What follows belongs to an exercise in optimizing a design on an open flow for small area and a short achievable clock period; a production flow would make more cautious choices. The RTL was checked by simulation tests, not by an equivalence proof against the original design.

build 91:
==> flow/design.v (excerpt) <==
module iir_variable_filter (
    input  wire               clk,
    input  wire               reset_n,
    input  wire        [8:0]  filter_index,
    input  wire signed [15:0] data_in,
    output wire signed [31:0] data_out
);
Size: ~2,700 cells after synthesis, ~140 flip-flops, about 0.030 sq mm of cells after synthesis.
clock: 15.0 ns
lec_check: 0
cap_margin: 5
core_margin: 2
core_utilization: 50
cts_buf_list: sky130_fd_sc_hd__clkbuf_8
setup_slack_margin: 5
slew_margin: 5
synth_hierarchical: 1
tns_end_percent: 0
standard.sh (not shown) runs the stock make flow with config.mk's settings and CLKGATE_MAP_FILE= SYNTH_SCRIPT=/design/flow/synth_recipe.tcl, a recipe that flattens the netlist after the stock synthesis.
==> flow/flow/run.sh <==
#!/bin/bash
# The standard layout (standard.sh: the standard flow's synthesis and ORFS flow, unchanged), except that the
# port buffers are the platform's smallest buffer (buffer_ports -buffer_cell) instead of the
# delay cell the resizer picks by default. make's full output goes to flow_make.log; ORFS keeps
# each step's own log under orfs/logs/.
set -euo pipefail
bash standard.sh "BUFFER_PORTS_ARGS=-buffer_cell sky130_fd_sc_hd__buf_1" finish > flow_make.log 2>&1
--- input diff build 91..build 49 ---
- swapping 5 for 20 in SLEW_MARGIN
- swapping 5 for 20 in CAP_MARGIN
Results
No stage failed in build 49, and the final checks on the layout all came back clean.
Per the comparison of build 49 with build 91, non-clock buffer count about even, worst-case headroom to the max-slew limit held steady.
In terms of simple-gate portion of the synthesized area, build 91 and build 49 differ only marginally.
The utilization on build 49 is in line with that on build 91.
Delta (build 49 minus build 91): share of the clock period used by the worst path closely matched the old numbers; final cell count without fillers has remained practically unchanged.
Total cell area at the placement stage came out exactly the same in build 91 and build 49.
Between build 91 and build 49, the data required time at the worst endpoint figures differ only marginally.
Comparing build 91 against build 49, there is no change at all in signed area change from the synthesized netlist to the final layout.
#### Input delta (build 44 over build 49)
- CTS_BUF_LIST now sky130_fd_sc_hd__clkbuf_8 sky130_fd_sc_hd__clkbuf_16, was sky130_fd_sc_hd__clkbuf_8
Findings:
Build 44 vs build 49, number of antenna cells inserted went down by 1.
Between build 49 and build 44, the flow reports non-clock buffer count increasing slightly.
Compared to build 49, build 44 has clock distribution area overhead in the final layout 0.55 points higher.
In the flow results for build 44 and build 49, the post-route core utilization is smaller on build 49.
On cell area, build 44 does worse than build 49.
The inputs of build 82 differ from those of build 44 as listed below.
- putting ABC_AREA at 1 where nothing was set
### Flow results
- Delta (build 82 minus build 44): amount of wire on met2 after detailed routing dropped 4.0%, first-iteration DRC count down 2.6%.
- In summary, build 82 completed successfully, with a layout that passed the timing, DRC and antenna checks.
- Cmp build 82 and build 44 / area of the die / higher: build 82

Starting RTL as in the previous note.
Design iir_variable_filter, start of the top module:
module iir_variable_filter (
    input  wire               clk,
    input  wire               reset_n,
    input  wire        [8:0]  filter_index,
    input  wire signed [15:0] data_in,
    output wire signed [31:0] data_out
);
==> flow/config.mk <==
export PLATFORM = sky130hd
export DESIGN_NAME = iir_variable_filter
export DESIGN_NICKNAME = iir_variable_filter
export VERILOG_FILES = /design/flow/design.v
export SDC_FILE = /design/flow/constraint.sdc
export NUM_CORES = 4
export LEC_CHECK = 0
export ABC_AREA = 1
export CAP_MARGIN = 20
export CORE_MARGIN = 2
export CORE_UTILIZATION = 50
export CTS_BUF_LIST = sky130_fd_sc_hd__clkbuf_8 sky130_fd_sc_hd__clkbuf_16
export CTS_CLUSTER_DIAMETER = 100
export CTS_CLUSTER_SIZE = 30
export SETUP_SLACK_MARGIN = 5
export SLEW_MARGIN = 20
export SYNTH_HIERARCHICAL = 1
export TNS_END_PERCENT = 0
==> flow/constraint.sdc <==
create_clock -name core_clock -period 15.0 [get_ports {clk}]
set_input_delay 3.0000 -clock core_clock [delete_from_list [all_inputs] [get_ports {clk}]]
set_output_delay 3.0000 -clock core_clock [all_outputs]
set_load 0.01 [all_outputs]
Scripts as last shown in full above: flow/flow/run.sh
Then changed:
--- a/flow/config.mk
+++ b/flow/config.mk
@@ -8 +7,0 @@
-export ABC_AREA = 1
@@ -12,3 +11 @@
-export CTS_BUF_LIST = sky130_fd_sc_hd__clkbuf_8 sky130_fd_sc_hd__clkbuf_16
-export CTS_CLUSTER_DIAMETER = 100
-export CTS_CLUSTER_SIZE = 30
+export CTS_BUF_LIST = sky130_fd_sc_hd__clkbuf_8
@@ -18 +14,0 @@
-export TNS_END_PERCENT = 0
Design area rose by a few percent.
Clock-buffer cell count rose by 1.
Setup slack degrades by 140 ps.
Die area fell slightly.
Final cell count fell by a little under a tenth.
Then changed:
--- a/flow/config.mk
+++ b/flow/config.mk
@@ -11,2 +11,2 @@
-export CTS_BUF_LIST = sky130_fd_sc_hd__clkbuf_8
-export SETUP_SLACK_MARGIN = 5
+export CTS_BUF_LIST = sky130_fd_sc_hd__clkbuf_8 sky130_fd_sc_hd__clkbuf_16
+export SETUP_SLACK_MARGIN = 4
@@ -14,0 +15 @@
+export TNS_END_PERCENT = 0
Outcome: Die area is unchanged. Global-route usage went down by 1.6 points. Worst setup slack got worse by 770 ps. Utilization went down by 2.1 points. Register-to-register slack improved by 100 ps.

Another version of the RTL of iir_variable_filter (not shown whole).
Size: ~140 flip-flops, about 59 I/O pins, roughly 29000 um2 of cells after synthesis.
clock: 15.0 ns
lec_check: 0
abc_area: 1
cap_margin: 20
core_margin: 2
core_utilization: 45
cts_buf_list: sky130_fd_sc_hd__clkbuf_8 sky130_fd_sc_hd__clkbuf_16
setup_slack_margin: 5
slew_margin: 20
synth_hierarchical: 1
tns_end_percent: 0
run.sh (not shown) runs the stock make flow with config.mk's settings and CLKGATE_MAP_FILE= SYNTH_SCRIPT=/design/flow/synth_recipe.tcl, a recipe that flattens the netlist after the stock synthesis.
Stock flow here: none of the scripts above is used.
The starting point completed without violations.
Rerun with:
--- a/flow/config.mk
+++ b/flow/config.mk
@@ -10,4 +10,5 @@
 export CORE_MARGIN = 2
-export CORE_UTILIZATION = 45
+export CORE_UTILIZATION = 50
 export CTS_BUF_LIST = sky130_fd_sc_hd__clkbuf_8 sky130_fd_sc_hd__clkbuf_16
+export GPL_TIMING_DRIVEN = 0
 export SETUP_SLACK_MARGIN = 5
After rerunning: The new run went through all stages and came out clean; area after synthesis stays the same; global-route usage grows by 4.0 points; via count stays flat; register-to-register slack loses 90 ps; wire length shrinks by about 0.8%; core utilization grows by 6.4 points; non-clock buffer count grows by 157.

Starting RTL as in the previous note.
clock: 15.0 ns
lec_check: 0
abc_area: 1
cap_margin: 20
core_margin: 2
core_utilization: 55
cts_buf_list: sky130_fd_sc_hd__clkbuf_8 sky130_fd_sc_hd__clkbuf_16
place_density: 0.7
setup_slack_margin: 5
slew_margin: 20
synth_hierarchical: 1
tns_end_percent: 0
Next try:
Settings changed: CORE_UTILIZATION 55 to 50, PLACE_DENSITY 0.7 to not set.
=> Final cell count rises slightly; count of clock-buffer cells in the layout falls by 1; die area rises by roughly a tenth; wire length hardly moves; final area hardly moves; synthesized area does not change.

[re-timing with driven ports]
The results above use ideal ports. As a check the final layouts listed here were re-extracted and re-timed, cells and wires unchanged.
Step 1: set_driving_cell puts a clkbuf_16 on clk and a buf_2 on each other input, an assumption about the parent block.
Step 2 times the ports against the registers' clock, not the clock port: input delays grow and output delays shrink by t, the midpoint of the rising clock arrivals with the driver on.
Three values: ideal ports, drivers, drivers and shift; two values: the first two.
run | t (ns) | setup slack, ns | worst register clock-pin slew, ns
build 91 | 0.644 | 4.976 / 4.978 / 4.334 | 0.12 / 0.12
build 49 | 0.644 | 4.976 / 4.978 / 4.334 | 0.12 / 0.12
build 44 | 0.562 | 4.977 / 4.977 / 4.415 | 0.08 / 0.08
build 82 | 0.558 | 5.107 / 5.143 / 4.585 | 0.09 / 0.09
the first run of note 2 | 0.558 | 5.107 / 5.143 / 4.585 | 0.09 / 0.09
the second run of note 2 | 0.652 | 4.968 / 4.969 / 4.317 | 0.12 / 0.12
the third run of note 2 | 0.566 | 4.202 / 4.239 / 3.673 | 0.10 / 0.10
the first run of note 3 | 0.563 | 5.198 / 5.245 / 4.682 | 0.09 / 0.09
the second run of note 3 | 0.569 | 5.082 / 5.116 / 4.548 | 0.10 / 0.10
the first run of note 4 | 0.561 | 5.051 / 5.096 / 4.535 | 0.09 / 0.09
the second run of note 4 | 0.579 | 5.179 / 5.227 / 4.648 | 0.10 / 0.10
After both steps setup and hold are still met in every run listed. The setup slack of the second run of note 2, which loses most, moves by +0.001 ns with the drivers and by -0.651 ns with both steps.
